Background: an optimization exercise with open tools, aiming at small area, a short achievable clock period and few clock cycles per item. Do not read the settings as production practice.
At most, simulation tests tie the RTL to the original design; equivalence was not proved.
For run 2, only the layout was checked, not whether the RTL still works.

`design/flow/design.v`:
```
`timescale 1ns / 100 ps
module BoothRadix4 #(parameter N = 18)   
(
    output reg [2*N-1:0] product,    
    output reg           done,       
    input wire [N-1:0]   mplier,     
    input wire [N-1:0]   mcand,      
    input wire           n_reset,    
    input wire           start,      
    input wire           clk         
);
parameter IDLE = 2'b01, BUSY = 2'b10;   
reg [1:0] state_reg, state_next;   
reg [$clog2(N>>1):0] q_reg, q_next;   
reg [2*N+1:0] prod_reg, prod_next;   
reg result_reg;   
reg [N-1:0] mcand_reg, mcand_next;   
reg q_add, q_reset;   
always @ (posedge clk) begin : FSM_Synch
    if (n_reset == 1'b0) begin   
        state_reg <= IDLE;   
        q_reg <= {($clog2(N>>1)+1){1'b0}};   
        prod_reg <= {(2*N+2){1'b0}};   
        result_reg <= 1'b0;   
        mcand_reg <= {N{1'b0}};   
    end else begin   
        q_reg <= q_next;   
        state_reg <= state_next;   
        prod_reg <= {prod_next[2*N+1], prod_next[2*N+1:1]};   
        result_reg <= prod_next[0];   
        mcand_reg <= mcand_next;   
    end
end
always @ (q_reset, q_add, q_reg) begin : Counter
    case ({q_reset, q_add})   
        2'b00: q_next = q_reg;   
        2'b01: q_next = q_reg + 1;   
        default: q_next = {($clog2(N>>1)+1){1'b0}};   
    endcase
end
always @ (*) begin : FSM_Comb
    q_add = 1'b0;   
    q_reset = 1'b0;   
    done = 1'b0;   
    state_next = state_reg;   
    prod_next = prod_reg;   
    mcand_next = mcand_reg;   
    /*verilator lint_off CASEINCOMPLETE*/
    case (state_reg)
        IDLE: begin   
            if (start == 1'b1) begin   
                mcand_next = mcand;   
                prod_next = {{(N+1){1'b0}}, mplier, 1'b0};   
                state_next = BUSY;   
            end else begin
                mcand_next = mcand_reg;   
            end
        end
        BUSY: begin   
            q_add = 1'b1;   
            if ((q_reg == (N >> 1)) && (start != 1'b1)) begin   
                done = 1'b1;   
                q_add = 1'b0;   
                q_reset = 1'b1;   
                state_next = IDLE;   
            end
            case ({prod_reg[1:0], result_reg})
                3'b001: prod_next = {({prod_reg[2*N+1], prod_reg[2*N+1:N+1]} + {{2{mcand_reg[N-1]}}, mcand_reg}), prod_reg[N:1]};   
                3'b010: prod_next = {({prod_reg[2*N+1], prod_reg[2*N+1:N+1]} + {{2{mcand_reg[N-1]}}, mcand_reg}), prod_reg[N:1]};   
                3'b011: prod_next = {({prod_reg[2*N+1], prod_reg[2*N+1:N+1]} + {mcand_reg[N-1], mcand_reg, 1'b0}), prod_reg[N:1]};   
                3'b100: prod_next = {({prod_reg[2*N+1], prod_reg[2*N+1:N+1]} - {mcand_reg[N-1], mcand_reg, 1'b0}), prod_reg[N:1]};   
                3'b101: prod_next = {({prod_reg[2*N+1], prod_reg[2*N+1:N+1]} - {{2{mcand_reg[N-1]}}, mcand_reg}), prod_reg[N:1]};   
                3'b110: prod_next = {({prod_reg[2*N+1], prod_reg[2*N+1:N+1]} - {{2{mcand_reg[N-1]}}, mcand_reg}), prod_reg[N:1]};   
                default: prod_next = {prod_reg[2*N+1], prod_reg[2*N+1:1]};   
            endcase
        end
    endcase
    /*verilator lint_on CASEINCOMPLETE*/
end
always @ (posedge clk) begin : Synch_Output
    if (done) begin   
        product <= prod_reg[2*N:1];   
    end
end
endmodule
```
`design/flow/constraint.sdc`:
```
create_clock -name core_clock -period 3.5 [get_ports {clk}]
set_input_delay 0.7000 -clock core_clock [delete_from_list [all_inputs] [get_ports {clk}]]
set_output_delay 0.7000 -clock core_clock [all_outputs]
set_load 0.01 [all_outputs]
```
`design/flow/run.sh`:
```
#!/bin/bash
# synth_recipe.tcl (not shown) runs the flow's synth.tcl, then flattens the netlist and writes it again
# the make line also repeats each setting of config.mk as NAME=value (left out here)
make -C /OpenROAD-flow-scripts/flow DESIGN_CONFIG=/design/flow/config.mk WORK_HOME=/design/flow/orfs CLKGATE_MAP_FILE= SYNTH_SCRIPT=/design/flow/synth_recipe.tcl finish
```
`design/flow/config.mk`:
```
export PLATFORM = sky130hd
export DESIGN_NAME = BoothRadix4
export DESIGN_NICKNAME = BoothRadix4
export VERILOG_FILES = /design/flow/design.v
export SDC_FILE = /design/flow/constraint.sdc
export NUM_CORES = 4
export LEC_CHECK = 0
export CAP_MARGIN = 20
export CORE_MARGIN = 2
export CORE_UTILIZATION = 40
export PLACE_DENSITY = 0.6
export SLEW_MARGIN = 20
```
==> results of run 1 <==
[cells in the mapped netlist, types with 4 or more instances]
cell,count,share of area
sky130_fd_sc_hd__xor2_1,17,0.022
sky130_fd_sc_hd__inv_1,42,0.023
sky130_fd_sc_hd__and2_1,7,0.0065
sky130_fd_sc_hd__nand2_1,73,0.040
sky130_fd_sc_hd__xnor2_1,35,0.045
sky130_fd_sc_hd__nor3_1,10,0.0074
sky130_fd_sc_hd__a2111oi_0,4,0.0052
sky130_fd_sc_hd__mux2i_1,5,0.0074
sky130_fd_sc_hd__a222oi_1,22,0.032
sky130_fd_sc_hd__a221oi_1,7,0.0090
sky130_fd_sc_hd__nand3_1,12,0.0089
sky130_fd_sc_hd__a22oi_1,10,0.011
sky130_fd_sc_hd__nand4_1,6,0.0055
sky130_fd_sc_hd__o21ai_0,49,0.036
sky130_fd_sc_hd__ha_1,59,0.11
sky130_fd_sc_hd__a21boi_0,23,0.025
sky130_fd_sc_hd__a21oi_1,43,0.032
sky130_fd_sc_hd__buf_2,4,0.0030
sky130_fd_sc_hd__clkbuf_1,31,0.017
sky130_fd_sc_hd__a31oi_1,5,0.0046
sky130_fd_sc_hd__o21bai_1,7,0.0077
sky130_fd_sc_hd__o31ai_1,5,0.0055
sky130_fd_sc_hd__o21a_1,7,0.0077
sky130_fd_sc_hd__nor2b_1,42,0.039
sky130_fd_sc_hd__nand2b_1,13,0.012
sky130_fd_sc_hd__nor4_1,6,0.0055
sky130_fd_sc_hd__dfxtp_1,63,0.19
sky130_fd_sc_hd__nor2_1,52,0.029
sky130_fd_sc_hd__a21o_1,9,0.010
sky130_fd_sc_hd__edfxtp_1,36,0.16
sky130_fd_sc_hd__a211oi_1,7,0.0077
[timing repair]
action	CTS	global route
hold buffers	0	0
resized for setup	0	18
setup endpoints to repair	0	8
[metal layers]
metal / up-vias / track usage / part of all wire
met5: - / 0 / 0
met4: 0 / 0.0573 / 0.014
met3: 23 / 0.0295 / 0.066
met2: 226 / 0.363 / 0.46
met1: 2951 / 0.303 / 0.46
li1: 2994 / - / -
[critical path, stage by stage (launching register included)]
cell	delay, ps
sky130_fd_sc_hd__dfxtp_1	350
sky130_fd_sc_hd__nor4_2	260
sky130_fd_sc_hd__buf_4	180
sky130_fd_sc_hd__nand3_2	150
sky130_fd_sc_hd__o41ai_4	320
sky130_fd_sc_hd__xnor2_1	170
sky130_fd_sc_hd__ha_1	280
sky130_fd_sc_hd__and2_1	180
sky130_fd_sc_hd__a31oi_1	170
sky130_fd_sc_hd__o21a_2	220
sky130_fd_sc_hd__nand2b_1	110
sky130_fd_sc_hd__a41oi_2	200
sky130_fd_sc_hd__xnor2_1	90
sky130_fd_sc_hd__a222oi_1	350
sky130_fd_sc_hd__a21boi_0	140
[area by class of cell]
class	instances	area (sq um)
Sequential cell	99	2350
Fill cell	1562	8220
Tap cell	220	275
Inverter	42	158
Clock buffer	9	225
Clock inverter	7	83.8
Multi-Input combinational cell	587	4170
Timing Repair Buffer	123	1110
[stage by stage]
stage	setup slack [ps]	instance area [sq um]	hold WS, ps	cells
global route	-4.05	8370	479	1087
detailed placement	64.9	7980	444	1071
CTS	11.7	8290	463	1087
global placement	76.6	7980	443	1071
finish	174	8370	463	1087
floorplan	13.8	6780	406	770
[worst paths after layout]
path | startpoint | endpoint | slack (ps) | cells past startpoint
max | mcand_reg[3]$_SDFFE_PN0P_ | prod_reg[34]$_SDFF_PN0_ | 170 | 14
min | prod_reg[8]$_SDFF_PN0_ | product[7]$_DFFE_PP_ | 460 | 0
max reg2reg | mcand_reg[3]$_SDFFE_PN0P_ | prod_reg[34]$_SDFF_PN0_ | 170 | 14
min reg2reg | prod_reg[8]$_SDFF_PN0_ | product[7]$_DFFE_PP_ | 460 | 0
[kinds of logic after synthesis]
family | share of synthesized area
buf+inv | 0.0502
flops | 0.345
mux | 0.00738
compound gates | 0.241
simple gates | 0.170
fa+ha+maj | 0.119
xor+xnor | 0.0671
==> flow_summary.rst, run 1 <==
.. list-table::
   :header-rows: 1

   * - Metric
     - Value
   * - Outcome
     - finished clean
   * - Die Ht
     - 134 um
   * - Clock input transition at the sequential cells of the worst setup and hold paths
     - roughly 80 ps
   * - Area of the mapped netlist
     - 6780 sq um
   * - Ys flop type
     - sky130_fd_sc_hd__dfxtp_1
   * - Sum of negative setup slack
     - 0 ps
   * - Layout cells sized above 1
     - 0.110
   * - Global-route wire length before repair
     - about 31000 um
   * - Die Wd
     - 134 um
   * - Detail Placement HPWL
     - 14900 um
   * - Setup repair after global routing missed its margin
     - yes
   * - Average wire per standard cell
     - 18.2 um
   * - Distinct cell type count after synthesis
     - 68
   * - Max Clock Skew
     - 11.4 ps
   * - Number of buffers created by CTS
     - 9
   * - Pin count of the biggest net entering global routing
     - 39
   * - Number of detailed-route iterations in the first pass
     - 8
   * - Net count of the mapped netlist
     - 871
   * - Relative slew slack
     - 0.299
   * - Max FFs per register
     - 37
   * - Post CTS Setup Buffer Count
     - 0
   * - Most frequent standard cell in the layout excluding fill and tap cells
     - sky130_fd_sc_hd__clkdlybuf4s50_1
   * - Count of warnings emitted by yosys
     - 1
   * - Final hold violation count
     - 0
   * - Sequential fraction of the synthesis area
     - 0.345
   * - Total Wirelength
     - 19700 um
   * - Final-report max-slew violation count
     - 0
   * - Max Buffers Root-to-Sink
     - 2
   * - Final Core Density
     - 0.504
   * - Placer's final routability congestion estimate
     - 0.898
   * - Total die area
     - 18000 sq um
   * - P&R area growth vs syn
     - 23.3%
   * - CTS Root Buffer Type
     - sky130_fd_sc_hd__clkbuf_16
   * - Post-synthesis sequential element count
     - ~100
   * - Number of enable flip-flop cells after synthesis
     - 36
   * - Number of nets in the layout
     - 963
   * - CTS tree
     - yes
   * - # rows
     - 47
   * - Post-Syn Area per Cell
     - 8.81 sq um
   * - Final setup violating endpoints
     - 0
   * - CP Max Fanout
     - 4
   * - Slew at the pin closest to its max-slew limit
     - about 1000 ps
   * - Clk sinks
     - 99
   * - Worst Setup Path Type
     - reg2reg
   * - Number of global-route vias before repair
     - slightly below 6000
   * - Number of remaining DRC errors
     - 0
   * - Insertion delay of the later-clocked pin in the worst-skew pair
     - 350 ps
   * - Number of violations of the max-capacitance limit
     - 0
   * - Count of boundary I/O pins
     - 76
   * - Number of levels in the clock H-tree
     - 3
   * - Antenna violations before repair
     - 0
   * - Final clock period utilization by the worst path
     - 0.950
   * - Overflow left after global routing
     - 0
   * - Core ar.
     - around 17000 sq um
   * - Gr usage total
     - 0.220
   * - I/O Buffers
     - 75
   * - Most frequent cells in the layout
     - sky130_fd_sc_hd__clkdlybuf4s50_1, sky130_fd_sc_hd__nand2_1, sky130_fd_sc_hd__dfxtp_1
   * - Kind of start point of the critical path
     - flip-flop
   * - Overall via count from detail_route
     - ~6200
   * - Number of design-rule violations left by the first detailed-router iteration
     - 492
   * - Shortest period the worst path allows
     - 3330 ps
   * - CP Data Arrival Time
     - about 3600 ps
   * - Crit path capture type
     - flip-flop
   * - Syn Inst Count
     - 770
   * - Post-DRT Antenna Nets
     - 0
   * - FFs w/ async S/R, synth
     - 0
   * - Maximum achievable frequency
     - between 0.3 and 0.4 GHz
   * - Detailed-route vias per instance
     - 5.70
   * - Initial Utilization
     - 0.409
   * - Hold/Removal Path Class
     - reg2reg
   * - CP required
     - 3720 ps
   * - Number of antenna repair diodes
     - 0
Testbench counts, summed over its fixed seeds: cycles 26,408, items 2,400.
==> inputs of run 2 (changes only) <==
==> design/flow/design.v (replaced) <==
`timescale 1ns / 100 ps
module BoothRadix4 #(parameter N = 18)
(
    output wire [2*N-1:0] product,
    output wire          done,
    input wire [N-1:0]   mplier,
    input wire [N-1:0]   mcand,
    input wire           n_reset,
    input wire           start,
    input wire           clk
);
reg [N-1:0] a_reg, b_reg;
assign done = start & n_reset;
always @(posedge clk)
    if (done) begin a_reg <= mplier; b_reg <= mcand; end
assign product = $signed(a_reg) * $signed(b_reg);
endmodule
==> run 2 against run 1 <==
Via count increased by 60%. Largest cell class unchanged. Non-clock buffer count increased by 216. First-iteration DRC count decreased by 21%. Die area increased by 92%. Routed wire length increased by 72%. Clock-buffer cell count decreased by 3. Critical path type is now reg2out. Cell count increased by 95%. Highest routed layer unchanged. Now fails the layout checks on setup timing.
==> flow_summary.rst, run 2 <==
.. list-table::
   :header-rows: 1

   * - Metric
     - Value
   * - Cell with the most instances after synthesis
     - sky130_fd_sc_hd__inv_1
   * - Most frequent standard cell in the layout excluding fill and tap cells
     - sky130_fd_sc_hd__inv_1
   * - FFs w/ async S/R, synth
     - 0
   * - Most used standard cells in the synthesized netlist
     - sky130_fd_sc_hd__inv_1, sky130_fd_sc_hd__fa_1, sky130_fd_sc_hd__nand2_1
   * - CP Max Fanout
     - 7
   * - Slew at the pin closest to its max-slew limit
     - 467 ps
   * - Shortest period the worst path allows
     - 6980 ps
   * - Buffers plus inverters on the worst setup path
     - 7
   * - Gr usage total
     - 0.211
   * - Most used cell along the critical path
     - sky130_fd_sc_hd__fa_2
   * - Crit-path cells
     - buf_6, buf_8, buf_4, nor2b_2, fa_2, fa_2, fa_2, fa_2, fa_1, inv_1, fa_1, inv_1, ha_4, and4_4, nand2_2, a221o_1, buf_6, a21oi_4, o31ai_4, a2111o_1, o211ai_1, buf_2
   * - Relative slew slack
     - 0.689
   * - Layout cells sized above 1
     - 0.309
   * - Worst min-delay path endpoint
     - a_reg[13]$_DFFE_PP_
   * - Worst Setup Path Type
     - reg2out
   * - Maximum achievable frequency
     - 0.143 GHz
   * - Setup repair after global routing missed its margin
     - yes
   * - Count of warnings emitted by yosys
     - 1
   * - Number of buffers created by CTS
     - 5
   * - Cell types with the largest area share after synthesis
     - sky130_fd_sc_hd__fa_1, sky130_fd_sc_hd__inv_1, sky130_fd_sc_hd__ha_1
   * - Number of design-rule violations left by the first detailed-router iteration
     - between 300 and 400
   * - Average wire per standard cell
     - 16.0 um
   * - Ys flop type
     - sky130_fd_sc_hd__edfxtp_1
   * - P&R area growth vs syn
     - 35.6%
   * - Cell taking the most area after synthesis
     - sky130_fd_sc_hd__fa_1
   * - Placement Cell Area
     - about 16000 sq um
   * - Number of remaining DRC errors
     - 0
   * - Post-Layout Inst Area
     - about 18000 sq um
   * - Overall via count from detail_route
     - slightly below 10000
   * - Number of stages on the worst hold path
     - 1
   * - CP Data Arrival Time
     - about 6300 ps
   * - Number of enable flip-flop cells after synthesis
     - 36
   * - Syn Inst Count
     - 1381
   * - Detail Placement HPWL
     - 28700 um
   * - Sequential fraction of the synthesis area
     - 0.0816
   * - Final hold violation count
     - 0
   * - Net count of the mapped netlist
     - 1842
   * - Number of global-route vias before repair
     - roughly 11000
   * - Final setup violating endpoints
     - 32
   * - CP required
     - 2800 ps
   * - Final clock period utilization by the worst path
     - 1.99
   * - Clock input transition at the sequential cells of the worst setup and hold paths
     - ~50 ps
   * - Number of violations of the max-capacitance limit
     - 0
   * - Overflow left after global routing
     - 0
   * - Pin count of the biggest net entering global routing
     - 37
   * - Count of boundary I/O pins
     - between 70 and 80
   * - Delay of the slowest critical-path stage
     - a little under 600 ps
   * - CTS tree
     - yes
   * - Number of nets in the layout
     - between 2000 and 2500
   * - Total Wirelength
     - 34000 um
   * - Hold Path Origin
     - mplier[13]
   * - Crit path capture type
     - output pin
   * - Outcome
     - failed layout checks
   * - Hold_buf cts
     - 0
   * - CTS Root Buffer Type
     - sky130_fd_sc_hd__clkbuf_16
   * - Number of levels in the clock H-tree
     - 2
   * - Final-report max-slew violation count
     - 0
   * - Slowest stage cell, crit path
     - sky130_fd_sc_hd__fa_2
   * - Checks that blocked a clean result
     - setup timing
   * - Post-synthesis sequential element count
     - 36
   * - Clk sinks
     - 36
   * - Area of the mapped netlist
     - approximately 13000 sq um
   * - Die Wd
     - 186 um
   * - Family of cells with the greatest summed delay on the critical path
     - adder cells
   * - Max Buffers Root-to-Sink
     - 2
   * - Total die area
     - approximately 35000 sq um
   * - Hold slack
     - about 1000 ps
   * - Core ar.
     - 32500 sq um
   * - Number of detailed-route iterations in the first pass
     - 5
   * - Post-Syn Area per Cell
     - 9.59 sq um
   * - Antenna violations before repair
     - 0
   * - Die Ht
     - 186 um
   * - Distinct cell type count after synthesis
     - 45
   * - # rows
     - 66
   * - Most frequent cells in the layout
     - sky130_fd_sc_hd__inv_1, sky130_fd_sc_hd__fa_1, sky130_fd_sc_hd__buf_4
   * - Global-route wire length before repair
     - 56900 um
   * - I/O Buffers
     - 75
   * - Hold/Removal Path Class
     - in2reg
   * - Area fraction of the dominant cell type after synthesis
     - 0.497
   * - Minimum setup slack in the final design
     - -3480 ps
   * - Kind of start point of the critical path
     - flip-flop
   * - Detailed-route vias per instance
     - 4.67
   * - Placer's final routability congestion estimate
     - 0.885
   * - Initial Utilization
     - 0.407
   * - Post-DRT Antenna Nets
     - 0
==> run 2: stage by stage <==
stage	setup WS, ps	setup TNS (ps)	cells	utilization
floorplan	-2830	-66510	1381	-
global placement	-3740	-93620	2048	0.504
detailed placement	-3890	-94940	2048	0.504
CTS	-3590	-90530	2098	0.534
global route	-3730	-95260	2123	0.552
finish	-3480	-88980	2124	0.552
==> run 2: cell type report <==
class | instances | area, sq um
antenna | 1 | 2.50
clock buffer | 6 | 129
clock inverter | 2 | 35.0
fill | 2896 | 14600
inverter | 369 | 1390
multi-input combinational | 929 | 11800
sequential | 36 | 1080
tap | 442 | 553
timing repair buffer | 339 | 3020
==> run 2: what timing repair did <==
action / CTS / global route
endpoints found under the hold margin: 0 / 0
gates resized for setup: 286 / 101
pin swaps: 113 / 108
buffers inserted: 44 / 29
gates cloned: 1 / 0
setup endpoints to repair: 33 / 33
==> run 2: logic make-up after synthesis <==
| group | count (synthesis) | share of synthesized area |
|---|---|---|
| AO/OA/AOI/OAI | 82 | 0.0424 |
| flip-flops | 36 | 0.0816 |
| adder cells (fa/ha/maj) | 422 | 0.585 |
| multiplexers | 2 | 0.00161 |
| buffers and inverters | 416 | 0.118 |
| XOR/XNOR | 34 | 0.0225 |
| AND/OR/NAND/NOR | 389 | 0.149 |
==> run 2: routing by layer <==
| layer | global-route usage | share of wire | up-vias |
|---|---|---|---|
| li1 | - | - | 4620 |
| met5 | 0 | 0 | - |
| met3 | 0.0127 | 0.034 | 44 |
| met4 | 0.0510 | 0.024 | 0 |
| met2 | 0.371 | 0.50 | 199 |
| met1 | 0.285 | 0.44 | 5051 |
==> run 2: worst max path at each step <==
| stage | startpoint | end | slack [ps] | depth (start not counted) |
|---|---|---|---|---|
| 5_1_grt | a_reg[8]$_DFFE_PP_ | product[34] | -3730 | 24 |
| 4_1_cts | a_reg[8]$_DFFE_PP_ | product[34] | -3590 | 22 |
| 3_3_place_gp | a_reg[9]$_DFFE_PP_ | product[34] | -3740 | 23 |
| 2_1_floorplan | b_reg[0]$_DFFE_PP_ | product[34] | -2830 | 21 |
| 6_report | a_reg[6]$_DFFE_PP_ | product[34] | -3480 | 22 |
| 3_5_place_dp | a_reg[7]$_DFFE_PP_ | product[34] | -3890 | 24 |

==> what the ideal ports hide <==
In the flow no input, the clock included, has a driving cell. The finished layouts below were timed again as built, in two steps.
Step 1 assumes that a clkbuf_16 drives the clock port and a buf_2 every other input.
Step 2 adds t to the input delays and takes it off the output delays; t is the mean of the earliest and latest rising clock arrival at the registers after step 1. Input paths then give back, and output paths get back, about the clock's delay inside the block.
Slacks: no drivers / after step 1 / after step 2; pairs: no drivers / after step 1.
run | t (ns) | slack for setup (ns) | clock arrival spread, ns | worst register clock-pin slew, ns | cell pins on the clock port's net
run 1 | 0.388 | 0.174 / 0.174 / 0.174 | 0.013 / 0.013 | 0.08 / 0.08 | 1
run 2 | 0.305 | -3.479 / -3.508 / -3.202 | 0.005 / 0.005 | 0.05 / 0.05 | 1
